Background: an optimization exercise with open tools, aiming at small area. Do not read the settings as production practice. Function was checked by simulation only, so behaviour that the tests miss may differ from the original. No driver is modelled on the clock port, so clocking that relies on it looks cheaper here than on a real chip. No activity file was given, so power comes from the tool's default toggle rates.

## flow/design.v (module list and top-level ports; edited modules follow where they fit)
// module dsp_a21oi: 3 lines
// module dsp_a222oi: 3 lines
// module dsp_a22o: 3 lines
// module dsp_a22oi: 3 lines
// module dsp_a2bb2o: 3 lines
// module dsp_and2: 3 lines
// module dsp_fa: 4 lines
// module dsp_inv: 3 lines
// module dsp_nand2: 3 lines
// module dsp_nor2: 3 lines
// module dsp_nor2b: 3 lines
// module dsp_o21ai: 3 lines
// module dsp_or2: 3 lines
// module dsp_xnor2: 3 lines
// module dsp_xor2: 3 lines
// module maindsp48a1: 1808 lines
module maindsp48a1 (
  input [17:0] A, B, D,
  input [47:0] C,
  input [17:0] BCIN,
  input [47:0] PCIN,
  input [7:0] OPMODE,
  input clk, CARRYIN,
  input RSTA, RSTB, RSTC, RSTCARRYIN, RSTD, RSTM, RSTOPMODE, RSTP,
  input CEA, CEB, CEM, CEP, CEC, CED, CECARRYIN, CEOPMODE,
  output [47:0] P,
  output [35:0] M,
  output CARRYOUT, CARRYOUTF,
  output [17:0] BCOUT,
  output [47:0] PCOUT
);
  // ...
==> flow/flow/run.sh <==
#!/bin/bash
# Own layout flow: the standard flow (standard.sh) with these changes:
#  - after synthesis (the standard Yosys run, unchanged), every combinational
#    cell that Yosys/ABC mapped to a drive strength above 1 is set back to the
#    smallest cell of its family (downsize.tcl); repair_design/repair_timing
#    upsize again where timing needs it;
#  - the port buffers that buffer_ports adds are buf_1 cells;
#  - CTS adds no dummy loads, and leaf clock buffers are clkbuf_8 where the
#    clock slew at their flip-flops allows (clkdown.tcl);
#  - timing-driven global placement does not keep its buffering (GPL_KEEP_OVERFLOW=0).
# ORFS writes each step's full log under orfs/logs; make's output goes to
# standard.log here.
set -uo pipefail
export POST_SYNTH_TCL="$PWD/flow/downsize.tcl"
export POST_CTS_TCL="$PWD/flow/clkdown.tcl"
export BUFFER_PORTS_ARGS="-buffer_cell sky130_fd_sc_hd__buf_1"
export GPL_KEEP_OVERFLOW=0
export CTS_ARGS="-sink_clustering_enable -repair_clock_nets -dont_use_dummy_load"
bash standard.sh > standard.log 2>&1
rc=$?
cp -r orfs/logs ./orfs_logs 2>/dev/null
exit $rc
==> flow/flow/clkdown.tcl <==
set limit 0.110
proc worst_sink_slew {inst} {
  set w 0
  foreach op [get_pins -of_objects $inst -filter "direction == output"] {
    set net [get_nets -of_objects $op]
    foreach p [get_pins -of_objects $net -filter "direction == input"] {
      foreach prop {slew_max_rise slew_max_fall} {
        set s [get_property $p $prop]
        if {$s > $w} { set w $s }
      }
    }
  }
  return $w
}
proc drives_flops {inst} {
  foreach op [get_pins -of_objects $inst -filter "direction == output"] {
    set net [get_nets -of_objects $op]
    foreach p [get_pins -of_objects $net -filter "direction == input"] {
      if {[string match "*df*" [get_property [get_cells -of_objects $p] ref_name]]} { return 1 }
    }
  }
  return 0
}
set n 0
foreach inst [get_cells -filter "ref_name == sky130_fd_sc_hd__clkbuf_16"] {
  if {![drives_flops $inst]} { continue }
  set before [worst_sink_slew $inst]
  replace_cell $inst sky130_fd_sc_hd__clkbuf_8
  set after [worst_sink_slew $inst]
  if {$after > $limit} {
    replace_cell $inst sky130_fd_sc_hd__clkbuf_16
    puts "clkdown.tcl: [get_full_name $inst] kept (slew $before -> $after)"
  } else {
    incr n
    puts "clkdown.tcl: [get_full_name $inst] set to clkbuf_8 (slew $before -> $after)"
  }
}
puts "clkdown.tcl: $n leaf clock buffers set to clkbuf_8"
==> flow/flow/downsize.tcl <==
# Set each combinational cell to the smallest drive strength of its family.
set db [ord::get_db]
set block [ord::get_db_block]
set n 0
foreach inst [$block getInsts] {
  set m [$inst getMaster]
  set name [$m getName]
  if {![regexp {^(sky130_fd_sc_hd__[a-z0-9]+)_([0-9]+)$} $name -> base sz]} { continue }
  if {[regexp {__(e?s?df|dl|buf|clkbuf|clkinv|conb|tap|fill|decap|diode)} $base]} { continue }
  set best $m
  set barea [expr {[$m getWidth] * [$m getHeight]}]
  foreach s {1 0} {
    set c [$db findMaster ${base}_$s]
    if {$c eq "NULL" || $c eq ""} { continue }
    set a [expr {[$c getWidth] * [$c getHeight]}]
    if {$a < $barea} { set best $c; set barea $a }
  }
  if {$best ne $m} {
    $inst swapMaster $best
    incr n
  }
}
puts "downsize.tcl: $n cells set to a smaller drive strength"
==> flow/standard.sh <==
#!/bin/bash
# synth_recipe.tcl (not shown) runs the flow's synth.tcl, then flattens the netlist and writes it again
# the make line also repeats each setting of config.mk as NAME=value (left out here)
make -C /OpenROAD-flow-scripts/flow DESIGN_CONFIG=/design/flow/config.mk WORK_HOME=/design/flow/orfs CLKGATE_MAP_FILE= SYNTH_SCRIPT=/design/flow/synth_recipe.tcl "${@:-finish}"
==> flow/config.mk <==
export PLATFORM = sky130hd
export DESIGN_NAME = maindsp48a1
export DESIGN_NICKNAME = maindsp48a1
export VERILOG_FILES = /design/flow/design.v
export SDC_FILE = /design/flow/constraint.sdc
export NUM_CORES = 4
export LEC_CHECK = 0
export CAP_MARGIN = 20
export CORE_MARGIN = 2
export CORE_UTILIZATION = 40
export SLEW_MARGIN = 20
export SYNTH_HIERARCHICAL = 1
==> flow/constraint.sdc <==
create_clock -name core_clock -period 7.0 [get_ports {clk}]
set_input_delay 1.4000 -clock core_clock [delete_from_list [all_inputs] [get_ports {clk}]]
set_output_delay 1.4000 -clock core_clock [all_outputs]
set_load 0.01 [all_outputs]
==> reports/results.ini, run 1 <==
[status]
status=complete, no violations

[placed_design]
dp.cells=2542
dp_hpwl_um=41900
gp_congestion=0.867

[grt]
grt_pass1_vias=15500
grtUsageMet2_pct=42.4
grt_antenna_before_repair=0
met3_usage_pct=6.54

[power_and_ir_drop]
sw_frac_of_total_pct=47.7
intPower_mw=3.43
powerDensity_nw_per_um2=334
power_leakage_nw=6.27
irDropWorstVdd_mv=0.322

[final_layout]
nonClockBufferCount=366
drive_gt1_share_pct=5.22
design_area_um2=19600
seq_cell_count=196
layout_commonest_cell=xor2_1
final_cells=2569
inverters=28
seq_area_share_pct=20.2
largestRegisters=c_q: 48 flops, p_q: 48 flops, m_q: 36 flops

[worst_setup_path]
worstSetupPathType=flip-flop to flip-flop
required_ps=7370
rr_worst_depth=21
r2r-start=opr_q[2]
crit_end=p_q[36]
rr_endpoint=p_q[36]
cp_cell_sequence=nor2b_4 -> buf_12 -> a222oi_1 -> fa_1 -> fa_1 -> fa_1 -> fa_1 -> fa_1 -> fa_1 -> inv_1 -> a21oi_1 -> o21ai_1 -> a21oi_1 -> o21ai_2 -> inv_1 -> o21ai_1 -> a21oi_1 -> o21ai_1 -> a21oi_1 -> xnor2_1 -> a22o_1
endpoint_kind=flip-flop
cp.arrival_ps=7070

[route]
ant_nets=0
drc_errors=0
wl_met3_um=4890

[timing]
fin_crit_sh_pct=95.7
finalMaxSlewViolations=0

[clock_tree]
cts.reportedPaths.clkPinSlew_ps=90

[floorplan]
rows=75
pin_count=346
tap-cell-count=539

[job]
maxCapViolCount=0

[synthesis]
yosysWarnings=7

[min_path]
holdCritPathClass=flip-flop to flip-flop

==> inputs of run 2 (changes only) <==
--- a/flow/flow/run.sh
+++ b/flow/flow/run.sh
@@ -7,14 +7,15 @@
 #  - the port buffers that buffer_ports adds are buf_1 cells;
 #  - CTS adds no dummy loads, and leaf clock buffers are clkbuf_8 where the
 #    clock slew at their flip-flops allows (clkdown.tcl);
-#  - timing-driven global placement does not keep its buffering (GPL_KEEP_OVERFLOW=0).
+#  - timing-driven global placement keeps its buffering only from its late
+#    iterations (GPL_KEEP_OVERFLOW=0.3).
 # ORFS writes each step's full log under orfs/logs; make's output goes to
 # standard.log here.
 set -uo pipefail
 export POST_SYNTH_TCL="$PWD/flow/downsize.tcl"
 export POST_CTS_TCL="$PWD/flow/clkdown.tcl"
 export BUFFER_PORTS_ARGS="-buffer_cell sky130_fd_sc_hd__buf_1"
-export GPL_KEEP_OVERFLOW=0
+export GPL_KEEP_OVERFLOW=0.3
 export CTS_ARGS="-sink_clustering_enable -repair_clock_nets -dont_use_dummy_load"
 bash standard.sh > standard.log 2>&1
 rc=$?
==> run 2 against run 1 <==
Against the previous run:
- clock skew fell by 9.3 ps
- still clean
- largest power group unchanged
- synthesized area did not move
- fmax rose by 13%
- critical path type unchanged
- sequential share of layout area fell by 0.22 points
- non-clock buffer count rose by 84
- cell area rose by 0.82%
- total power rose by 13%
- worst hold slack improved by 2.8 ps
- sequential cell count did not move
- critical endpoint unchanged
==> reports/results.ini, run 2 <==
[final_layout]
layout.nets=2468
largestRegisters=c_q: 48 flops, p_q: 48 flops, m_q: 36 flops
area_growth_pct=17.1
final_cell_mix=xor2_1, buf_1, dfxtp_1
drive_gt1_share_pct=8.42  ; +3.2 points
fill_cells=4039
layout_commonest_cell=xor2_1
diodes=0
final_cells=2652  ; +3.2%

[worst_setup_path]
worstSetupPathType=flip-flop to flip-flop
endpoint_kind=flip-flop
cp.arrival_ps=6320  ; -750 ps
required_ps=7370  ; about the same
worstPathMaxFanout=5
worstSetupStartpointType=flip-flop

[route]
vias=15500
vias_per_cell=5.84
wl_per_cell_um=21.8
drtPass1Iterations=8
wl_um=57800
drt_iter0_markers=1435
ant_nets=0  ; unchanged
drc_errors=0  ; unchanged

[timing]
finalCriticalPeriod_ps=5950
setup_tns_ps=0
hold_viol_final=0
fmax_mhz=168
worstMarginPinSlew_ps=1060
finalSetupViolCount=0
finClkSkew_ps=33.9
finalMaxSlewViolations=0  ; unchanged
fin_crit_sh_pct=85.0  ; -11 points
slew-limit-headroom_pct=29.2
rsz0062_at_grt=no
setup_ws_ps=1050

[floorplan]
rows=75  ; unchanged
start_util_pct=40.4
die_h_um=209
core_area_um2=41800
fp.dieW_um=209
die-area_um2=43800
pin_count=346  ; unchanged

[clock_tree]
cts.reportedPaths.clkPinSlew_ps=100  ; about the same
cts.sinks=196
cts_tree=built
clk_latency_ps=470

[grt]
grt_pass1_wl_um=89500
grt_usage_pct=26.7
grt_pass1_vias=15500  ; -0.21%
grt_antenna_before_repair=0  ; unchanged
grt_max_degree=49
grt.overflow.total=0

[synthesis]
yosysWarnings=7  ; unchanged
syn-num-nets=2048
synth_area_um2=16900
avgSynthCellArea_um2=9.95
syn_inst=1695

[power_and_ir_drop]
power_mw=7.40
irDropWorstVdd_mv=0.260  ; -19%
power_leakage_nw=6.56  ; +4.6%
powerDensity_nw_per_um2=375  ; +12%

[placed_design]
place_ws_ps=662
io_buffer_count=326
gp_congestion=0.936  ; +8.0%
dp_hpwl_um=42200  ; +0.65%
dp.cells=2635  ; +3.7%

[job]
maxCapViolCount=0  ; unchanged

[min_path]
holdCritPathClass=flip-flop to flip-flop

[status]
status=complete, no violations

[run 2: cell count changes in the layout (fill, tap and decap cells not counted), sizes merged]
cell   change
buf       +84
diode      -1
[run 2: per-stage QoR]
stage	util [%]	area [µm²]	hold WS, ps
3_5_place_dp	46.6	19500	453
6_report	47.3	19700	478
2_1_floorplan	-	16900	439
5_1_grt	47.3	19700	490
3_3_place_gp	46.6	19500	451
[run 2: path summary, 6_finish.rpt]
| kind | startpoint | endpoint | slack, ps | cells after the start |
|---|---|---|---|---|
| hold reg to reg | c_q[8] | c_q[8] | 480 | 1 |
| setup / recovery | opr_q[0] | p_q[36] | 1050 | 22 |
| hold / removal | c_q[8] | c_q[8] | 480 | 1 |
| setup reg to reg | opr_q[0] | p_q[36] | 1050 | 22 |
[run 2: cell type report]
class                   count  area, µm²  area share [%]
repair buffers            450       2150            10.9
multi-input cells        1422      12600            63.9
flip-flops and latches    196       3940            19.9
clock buffers              17        256            1.30
inverters                  28        105           0.532
well taps                 539        674            3.42
[run 2: critical path, cell delays in order, from the launching register on]
cell and delay [ps]:
dfxtp_1 410, and2_2 250, a222oi_1 360, xor2_1 150, fa_1 430, fa_1 410
fa_1 410, fa_1 410, fa_1 400, fa_1 430, inv_1 80, a21oi_1 110
o21ai_1 240, a21oi_1 190, o21ai_1 180, buf_4 190, inv_1 80, o21ai_1 300
a21oi_1 150, o21ai_1 220, a21oi_1 110, xnor2_1 140, a22o_1 200
[run 2: metal layers]
metal / up-vias / share of wire (%) / GRT usage, %
met5: - / 0 / 0
met4: 0 / 3.0 / 9.85
met3: 89 / 8.5 / 6.91
met2: 694 / 47 / 43.8
met1: 7623 / 42 / 33.9
li1: 7081 / - / -
[run 2: where the power goes]
group          switching (mW)  internal [mW]  leakage [nW]
Sequential              0.154           1.26          1.62
Clock                   0.406          0.242         0.132
Combinational            2.69           2.65          4.81
==> inputs of run 3 (changes only) <==
--- a/flow/flow/run.sh
+++ b/flow/flow/run.sh
@@ -6,16 +6,13 @@
 #    upsize again where timing needs it;
 #  - the port buffers that buffer_ports adds are buf_1 cells;
 #  - CTS adds no dummy loads, and leaf clock buffers are clkbuf_8 where the
-#    clock slew at their flip-flops allows (clkdown.tcl);
-#  - timing-driven global placement keeps its buffering only from its late
-#    iterations (GPL_KEEP_OVERFLOW=0.3).
+#    clock slew at their flip-flops allows (clkdown.tcl).
 # ORFS writes each step's full log under orfs/logs; make's output goes to
 # standard.log here.
 set -uo pipefail
 export POST_SYNTH_TCL="$PWD/flow/downsize.tcl"
 export POST_CTS_TCL="$PWD/flow/clkdown.tcl"
 export BUFFER_PORTS_ARGS="-buffer_cell sky130_fd_sc_hd__buf_1"
-export GPL_KEEP_OVERFLOW=0.3
 export CTS_ARGS="-sink_clustering_enable -repair_clock_nets -dont_use_dummy_load"
 bash standard.sh > standard.log 2>&1
 rc=$?
--- a/flow/config.mk
+++ b/flow/config.mk
@@ -7,6 +7,6 @@
 export LEC_CHECK = 0
 export CAP_MARGIN = 20
 export CORE_MARGIN = 2
-export CORE_UTILIZATION = 40
+export CORE_UTILIZATION = 60
 export SLEW_MARGIN = 20
 export SYNTH_HIERARCHICAL = 1
==> run 3 against run 2 <==
Against the previous run:
- global-route usage up 10 points
- sequential cell count unchanged
- largest cell class unchanged
- highest routed layer is now met5
- first-iteration DRC count up 15%
- fmax down 7.0%
- clock-buffer cell count unchanged
- worst hold slack about the same
- total power down 12%
- core utilization up 22 points
- cell count down 8.0%
- clock power up 0.9%
==> reports/results.ini, run 3 <==
[worst_setup_path]
endpoint_kind=flip-flop
r2r_slack_ps=600  ; -450 ps
crit_slowest_cell=o21ai_1
rr_endpoint=m_q[34]
rr_worst_depth=22  ; unchanged
cp_cell_sequence=nor2b_1 -> buf_4 -> a22oi_1 -> xor2_1 -> fa_1 -> fa_1 -> fa_1 -> fa_1 -> fa_1 -> fa_1 -> inv_1 -> a21oi_1 -> o21ai_1 -> a21oi_1 -> o21ai_1 -> inv_1 -> o21ai_1 -> inv_1 -> o21ai_1 -> a21oi_1 -> xnor2_1 -> a22o_1
r2r-start=b1_q[1]
critPathTopFamily=adder cells
cpMostUsedCell=fa_1
max_stage_delay_ps=590  ; +160 ps
worstSetupPathType=flip-flop to flip-flop
cp.arrival_ps=6700  ; +380 ps
required_ps=7300  ; -70 ps
worstSetupStartpointType=flip-flop
worstPathMaxFanout=17  ; +12
worstPathBufferInverterCount=4  ; +1

[clock_tree]
cts.reportedPaths.clkPinSlew_ps=90  ; about the same
cts_tree=built
cts.sinks=196  ; unchanged
clk_latency_ps=410  ; -60 ps

[timing]
finClkSkew_ps=27.0  ; -6.95 ps
rsz0062_at_grt=no
holdWs_ps=477  ; -0.192 ps
setup_ws_ps=603  ; -445 ps
finalCriticalPeriod_ps=6400  ; +445 ps
fmax_mhz=156  ; -7.0%
finalMaxSlewViolations=0  ; unchanged
hold_viol_final=0  ; unchanged
worstMarginPinSlew_ps=863  ; -198 ps
slew-limit-headroom_pct=42.4  ; +13 points
finalSetupViolCount=0  ; unchanged
setup_tns_ps=0  ; unchanged
fin_crit_sh_pct=91.4  ; +6.4 points

[final_layout]
seqCellArea_um2=3930  ; -0.25%
fill_cells=2327  ; -42%
layout.nets=2417  ; -2.1%
multi_input_area_um2=12500  ; -0.69%
diodes=0  ; unchanged
area_growth_pct=13.3
final_cell_mix=xor2_1, buf_1, dfxtp_1
final_cells=2440  ; -8.0%
largestRegisters=c_q: 48 flops, p_q: 48 flops, m_q: 36 flops
drive_gt1_share_pct=5.14  ; -3.3 points
layout_commonest_cell=xor2_1

[grt]
grt_pass1_vias=15100  ; -2.4%
grt_antenna_before_repair=2  ; +2
grt_usage_pct=36.8  ; +10 points
grt.overflow.total=0  ; unchanged
grt_max_degree=49  ; unchanged
grt_pass1_wl_um=83400  ; -6.7%

[placed_design]
dp.cells=2423  ; -8.0%
dp_hpwl_um=38900  ; -7.7%
gp_congestion=0.946  ; +1.1%
io_buffer_count=326  ; unchanged
place_ws_ps=570  ; -92.5 ps

[route]
wl_met3_um=5380  ; +9.2%
vias=15700  ; +1.4%
wl_per_cell_um=22.4  ; +2.5%
top_layer=met5
drtPass1Iterations=10  ; +2
ant_nets=0  ; unchanged
met2_length_um=25000  ; -7.6%
drt_iter0_markers=1654  ; +15%
wl_um=54500  ; -5.7%
drc_errors=0  ; unchanged
wl_met1_um=21800  ; -9.8%
vias_per_cell=6.43  ; +10%

[min_path]
hold_depth=1  ; unchanged
hold_end=c_q[13]
hold_start=c_q[13]
holdCritPathClass=flip-flop to flip-flop

[floorplan]
core_area_um2=27700  ; -34%
start_util_pct=60.8  ; +20 points
fp.dieW_um=172  ; -18%
pin_count=346  ; unchanged
rows=61  ; -19%
die-area_um2=29500  ; -33%
die_h_um=172  ; -18%

[synthesis]
syn-num-nets=2048  ; unchanged
yosysWarnings=7  ; unchanged
synth_area_um2=16900  ; unchanged
avgSynthCellArea_um2=9.95  ; unchanged
syn_inst=1695  ; unchanged

[power_and_ir_drop]
powerDensity_nw_per_um2=340  ; -9.3%
power_leakage_nw=6.31  ; -3.8%
irDropWorstVdd_mv=0.328  ; +26%

[job]
maxCapViolCount=0  ; unchanged

[status]
status=complete, no violations

## run 3: worst max-delay path by stage
stage,endpoint,cells after the start,startpoint
5_1_grt,m_q[34],23,b1_q[5]
6_report,m_q[34],22,b1_q[1]
3_5_place_dp,cout_q,21,PCIN[0]
3_3_place_gp,cout_q,21,PCIN[0]
2_1_floorplan,cout_q,21,opr_q[1]
## run 3: cell type report
class / count / share of cell area [%]
Timing Repair Buffer: 399 / 9.34
Inverter: 28 / 0.550
Tap cell: 378 / 2.48
Multi-Input combinational cell: 1422 / 65.6
Clock buffer: 17 / 1.46
Sequential cell: 196 / 20.6
## run 3: per-layer routing
metal | track usage [%] | vias up
met1 | 48.6 | 7651
met5 | 0 | -
met2 | 58.5 | 903
met4 | 16.7 | 2
li1 | - | 6993
met3 | 7.18 | 148
## run 3: metrics by stage
step	instance area (µm²)	total power, mW	util, %
3_5_place_dp	18800	5.80	67.9
3_3_place_gp	18800	5.70	67.8
6_report	19100	6.49	68.9
2_1_floorplan	16900	4.82	-
5_1_grt	19100	7.02	68.9
## run 3: report_power, final
group          leakage (nW)  internal [mW]  switching (mW)
clock                 0.143          0.268           0.386
sequential             1.61           1.25           0.171
combinational          4.56           1.88            2.53
total                  6.31           3.41            3.08
==> inputs of run 4 (changes only) <==
--- a/flow/config.mk
+++ b/flow/config.mk
@@ -7,6 +7,7 @@
 export LEC_CHECK = 0
 export CAP_MARGIN = 20
 export CORE_MARGIN = 2
-export CORE_UTILIZATION = 60
+export CORE_UTILIZATION = 40
+export PLACE_DENSITY = 0.75
 export SLEW_MARGIN = 20
 export SYNTH_HIERARCHICAL = 1
==> run 4 against run 3 <==
Against the previous run:
- still clean on timing, DRC and antenna
- clock skew up 1.9 ps
- fmax down 0.43%
- global-route usage down 11 points
- clock-buffer cell count unchanged
- synthesized area unchanged
- non-clock buffer count down 6
- largest cell class unchanged
- largest power group unchanged
- highest routed layer unchanged
==> reports/results.ini, run 4 <==
[worst_setup_path]
rr_endpoint=cout_q
rr_worst_depth=21  ; -4.5%
required_ps=7330  ; +30 ps
r2r-start=opr_q[2]
worstSetupStartpointType=flip-flop
worstPathMaxFanout=24  ; +7
worstSetupPathType=flip-flop to flip-flop
r2r_slack_ps=580  ; -30 ps
cp.arrival_ps=6760  ; +60 ps
endpoint_kind=flip-flop

[clock_tree]
cts.sinks=196  ; unchanged
clk_latency_ps=430  ; +20 ps
cts.reportedPaths.clkPinSlew_ps=100  ; about the same
cts_tree=built

[grt]
grt_max_degree=49  ; unchanged
grt_usage_pct=26.2  ; -11 points
grt_pass1_vias=15900  ; +5.7%
grt_antenna_before_repair=1  ; -1
grt_pass1_wl_um=89200  ; +7.0%
grt.overflow.total=0  ; unchanged

[min_path]
holdCritPathClass=flip-flop to flip-flop
hold_end=c_q[26]
hold_depth=1  ; unchanged
hold_start=c_q[26]

[job]
maxCapViolCount=0  ; unchanged

[floorplan]
core_area_um2=41800  ; +51%
rows=75  ; +23%
die_h_um=209  ; +22%
fp.dieW_um=209  ; +22%
start_util_pct=40.4  ; -20 points
pin_count=346  ; unchanged
die-area_um2=43800  ; +49%

[placed_design]
dp_hpwl_um=41700  ; +7.2%
gp_congestion=0.976  ; +3.2%
io_buffer_count=326  ; unchanged
place_ws_ps=505  ; -64.8 ps

[power_and_ir_drop]
powerDensity_nw_per_um2=342  ; +0.66%
power_leakage_nw=6.28  ; -0.58%
irDropWorstVdd_mv=0.367  ; +12%

[final_layout]
drive_gt1_share_pct=4.82  ; -0.33 points
area_growth_pct=14.1
diodes=0  ; unchanged
utilization_pct=46.1  ; -23 points
final_cell_mix=xor2_1, buf_1, dfxtp_1
layout.nets=2411  ; -0.25%
fill_cells=3934  ; +69%
largestRegisters=c_q: 48 flops, p_q: 48 flops, m_q: 36 flops
layout_commonest_cell=xor2_1

[route]
ant_nets=0  ; unchanged
vias_per_cell=6.06  ; -5.7%
drtPass1Iterations=8  ; -2
wl_per_cell_um=22.1  ; -1.1%
vias=15700  ; +0.25%
wl_um=57400  ; +5.2%
drc_errors=0  ; unchanged
drt_iter0_markers=1536  ; -7.1%

[synthesis]
synth_area_um2=16900  ; unchanged
syn-num-nets=2048  ; unchanged
syn_inst=1695  ; unchanged
yosysWarnings=7  ; unchanged
avgSynthCellArea_um2=9.95  ; unchanged

[timing]
finalCriticalPeriod_ps=6420  ; +27.6 ps
finalSetupViolCount=0  ; unchanged
finClkSkew_ps=28.9  ; +1.93 ps
finalMaxSlewViolations=0  ; unchanged
fmax_mhz=156  ; -0.43%
slew-limit-headroom_pct=27.1  ; -15 points
worstMarginPinSlew_ps=1090  ; +229 ps
hold_viol_final=0  ; unchanged
rsz0062_at_grt=no
setup_tns_ps=0  ; unchanged
fin_crit_sh_pct=91.8  ; +0.39 points
setup_ws_ps=576  ; -27.6 ps
holdWs_ps=475  ; -2.03 ps

[status]
status=complete, no violations

-- run 4: through the flow --
stage | std cells | cell area (µm²) | power, mW
6_report | 2595 | 19200 | 6.58
3_3_place_gp | 2577 | 18900 | 5.71
5_1_grt | 2595 | 19200 | 7.09
2_1_floorplan | 1695 | 16900 | 4.82
3_5_place_dp | 2578 | 19000 | 5.85
-- run 4: how the worst max path moves through the flow --
stage          startpoint  endpoint  slack, ps
6_report         opr_q[2]    cout_q        580
3_5_place_dp      PCIN[0]    cout_q        510
2_1_floorplan    opr_q[1]    cout_q         50
5_1_grt          opr_q[3]   p_q[36]        260
3_3_place_gp      PCIN[0]    cout_q        460
-- run 4: power breakdown --
group	total, mW	switching (mW)	internal (mW)
logic	4.51	2.60	1.92
registers	1.42	0.164	1.25
clock network	0.650	0.395	0.255
-- run 4: worst max-delay path: stages (launching register included) --
cell and delay (ps):
dfxtp_1 520, and2_2 630, a222oi_1 230, fa_1 490
fa_1 410, fa_1 410, fa_1 410, fa_1 410
fa_1 440, inv_1 80, a21oi_1 120, o21ai_1 270
a21oi_1 200, o21ai_1 180, buf_4 200, a21oi_1 220
o21ai_1 360, inv_1 80, o21ai_1 210, a21oi_1 110
xnor2_1 130, a22o_1 220
-- run 4: layout make-up --
type | instances | area, µm² | share of cell area (%)
inverters | 28 | 105 | 0.546
clock buffers | 17 | 268 | 1.39
well taps | 539 | 674 | 3.51
flip-flops and latches | 196 | 3930 | 20.4
multi-input cells | 1422 | 12500 | 65.1
repair buffers | 393 | 1740 | 9.04
-- run 4: layer usage --
layer	routed length, µm	track usage, %
met1	22400	32.4
met5	13	0
met2	26500	42.5
met4	2470	11.9
met3	5980	7.32
==> inputs of run 5 (changes only) <==
--- a/flow/config.mk
+++ b/flow/config.mk
@@ -8,6 +8,5 @@
 export CAP_MARGIN = 20
 export CORE_MARGIN = 2
 export CORE_UTILIZATION = 40
-export PLACE_DENSITY = 0.75
 export SLEW_MARGIN = 20
 export SYNTH_HIERARCHICAL = 1
==> run 5 against run 4 <==
Against the previous run:
- sequential power about the same
- sequential share of layout area is essentially flat
- clock skew rose by 7.9 ps
- register-to-register slack better by 170 ps
- core utilization about the same
- first-iteration DRC count fell by 4.7%
- cell area about the same
- die area unchanged
- fmax is 2.7% higher
==> reports/results.ini, run 5 <==
[status]
status=complete, no violations

[final_layout]
final_cell_mix=xor2_1, buf_1, dfxtp_1
final_cells=2597  ; +0.077%
area_growth_pct=14.2  ; about the same
fill_cells=4068  ; +3.4%
layout_commonest_cell=xor2_1
drive_gt1_share_pct=5.00  ; +0.19 points
utilization_pct=46.1  ; about the same
largestRegisters=c_q: 48 flops, p_q: 48 flops, m_q: 36 flops
layout.nets=2413  ; +0.083%
diodes=0  ; unchanged
design_area_um2=19200  ; about the same

[timing]
fin_crit_sh_pct=89.4  ; -2.4 points
slew-limit-headroom_pct=42.8  ; +16 points
fmax_mhz=160  ; +2.7%
worstMarginPinSlew_ps=856  ; -236 ps
finalMaxSlewViolations=0  ; unchanged
finalCriticalPeriod_ps=6260  ; -169 ps
hold_viol_final=0  ; unchanged
rsz0062_at_grt=no
finClkSkew_ps=36.8  ; +7.93 ps
setup_tns_ps=0  ; unchanged
finalSetupViolCount=0  ; unchanged

[floorplan]
pin_count=346  ; unchanged
die_h_um=209  ; unchanged
start_util_pct=40.4  ; unchanged
core_area_um2=41800  ; unchanged
die-area_um2=43800  ; unchanged
fp.dieW_um=209  ; unchanged
rows=75  ; unchanged

[synthesis]
syn_inst=1695  ; unchanged
avgSynthCellArea_um2=9.95  ; unchanged
syn-num-nets=2048  ; unchanged
synth_area_um2=16900  ; unchanged
yosysWarnings=7  ; unchanged

[min_path]
hold_start=c_q[7]
hold_depth=1  ; unchanged
hold_end=c_q[7]
holdCritPathClass=flip-flop to flip-flop

[placed_design]
placed_area_um2=19000  ; about the same
dp_hpwl_um=40800  ; -2.3%
gp_congestion=0.930  ; -4.7%
dp.cells=2580  ; +0.078%
io_buffer_count=326  ; unchanged

[clock_tree]
cts.sinks=196  ; unchanged
clk_latency_ps=460  ; +30 ps
cts.reportedPaths.clkPinSlew_ps=90  ; about the same
cts_tree=built

[grt]
grt_max_degree=49  ; unchanged
grt.overflow.total=0  ; unchanged
grt_usage_pct=26.3  ; +0.15 points
grt_pass1_vias=15200  ; -4.5%
grt_antenna_before_repair=0  ; -1
grt_pass1_wl_um=88500  ; -0.89%

[power_and_ir_drop]
comb_power_share_pct=68.2  ; -0.4 points
seq_power_share_pct=21.6  ; about the same
irDropWorstVdd_mv=0.280  ; -24%
sw_frac_of_total_pct=47.7  ; -0.26 points
power_leakage_nw=6.29  ; +0.13%
intPower_mw=3.42  ; -0.14%
clkPwrFrac_pct=10.2  ; +0.3 points
power_mw=6.54  ; -0.64%
switching_power_mw=3.12  ; -1.2%
powerDensity_nw_per_um2=340  ; -0.68%

[route]
drc_errors=0  ; unchanged
ant_nets=0  ; unchanged
wl_um=57500  ; +0.13%
vias_per_cell=5.88  ; -3.1%
drtPass1Iterations=9  ; +1
vias=15300  ; -3.0%
wl_per_cell_um=22.1  ; about the same
drt_iter0_markers=1464  ; -4.7%

[worst_setup_path]
worstPathBufferInverterCount=3  ; unchanged
rr_endpoint=m_q[34]
critPathTopFamily=adder cells
r2r-start=b1_q[16]
worstSetupPathType=flip-flop to flip-flop
required_ps=7340  ; about the same
crit_slowest_cell=nor2b_1
cp_cell_sequence=xor2_1 -> nor2b_1 -> a22oi_1 -> xor2_1 -> fa_1 -> fa_1 -> fa_1 -> fa_1 -> xor2_1 -> nand2_1 -> nor2_1 -> nand2_1 -> o21ai_1 -> buf_4 -> inv_1 -> o21ai_1 -> inv_1 -> o21ai_1 -> a21oi_1 -> xnor2_1 -> a22o_1
endpoint_kind=flip-flop
cp.arrival_ps=6600  ; -160 ps
r2r_slack_ps=740  ; +170 ps
worstPathMaxFanout=6  ; -75%
rr_worst_depth=21  ; unchanged
worstSetupStartpointType=flip-flop
max_stage_delay_ps=680  ; +50 ps
cpMostUsedCell=fa_1

[job]
maxCapViolCount=0  ; unchanged

[run 5: power groups by stage]
stage          clock network (mW)  registers (mW)  logic [mW]
2_1_floorplan                   0            1.47        3.36
3_3_place_gp                    0            1.43        4.35
3_5_place_dp                    0            1.44        4.42
5_1_grt                     0.723            1.43        4.97
6_report                    0.664            1.41        4.46
[run 5: per-stage QoR]
step	hold slack (ps)	setup slack (ps)
global placement	452	506
floorplan	439	52.5
finish	473	745
global route	494	520
detailed placement	453	565
[run 5: per-layer routing]
metal,vias up,track usage (%),share of wire [%],wire (µm)
li1,6983,-,-,-
met1,7482,34.3,42,24300
met2,708,42.1,46,26400
met3,87,6.16,8.6,4920
met4,0,10.7,3.2,1860
met5,-,0,0,0
[run 5: layout make-up]
type | instances | area (µm²) | share of cell area, %
flip-flops and latches | 196 | 3930 | 20.4
well taps | 539 | 674 | 3.50
clock buffers | 17 | 268 | 1.39
multi-input cells | 1422 | 12500 | 65.1
repair buffers | 395 | 1740 | 9.05
inverters | 28 | 105 | 0.546
[run 5: worst max path at each step]
stage                         from      end  slack (ps)  depth (start not counted)
final                     b1_q[16]  m_q[34]         740                         21
after floorplan           opr_q[1]   cout_q          50                         21
after global routing      b1_q[16]  m_q[34]         520                         21
after detailed placement   PCIN[0]  p_q[36]         560                         21
after global placement     PCIN[0]   cout_q         510                         21
[run 5: worst register-to-register path, cell delays in order, from the launching register on]
cell and delay (ps):
dfxtp_1 670, xor2_1 230, nor2b_1 680, a22oi_1 190
xor2_1 210, fa_1 430, fa_1 540, fa_1 430
fa_1 590, xor2_1 280, nand2_1 120, nor2_1 190
nand2_1 90, o21ai_1 120, buf_4 180, inv_1 70
o21ai_1 400, inv_1 80, o21ai_1 210, a21oi_1 110
xnor2_1 140, a22o_1 210

## separate check: timing with driven ports
How much do the figures lean on ideal ports? The routed layouts below were timed once more, with nothing changed but the port constraints. Step 1 sets driving cells, clkbuf_16 on the clock port and buf_2 on the other inputs (assumed; they add their load-dependent delay and slew). Step 2 also shifts input and output timing later by t, the mid clock arrival at the registers, as if the neighbouring blocks saw the same clock. Three values: no drivers, after step 1, after step 2; two values: the first two.
| run | t, ns | setup WS [ns] | worst setup path after step 2 | cell pins on the clock port's net |
|---|---|---|---|---|
| run 1 | 0.516 | 0.299 / 0.299 / 0.129 | input to register | 1 |
| run 2 | 0.502 | 1.049 / 1.049 / 0.607 | input to register | 1 |
| run 3 | 0.449 | 0.603 / 0.603 / 0.458 | input to register | 1 |
| run 4 | 0.474 | 0.576 / 0.576 / 0.368 | input to register | 1 |
| run 5 | 0.495 | 0.745 / 0.745 / 0.387 | input to register | 1 |
After both steps setup and hold are still met in every run listed. For run 2, which loses most, drivers alone change the setup slack by 0.000 ns; drivers and shift together by -0.442 ns.
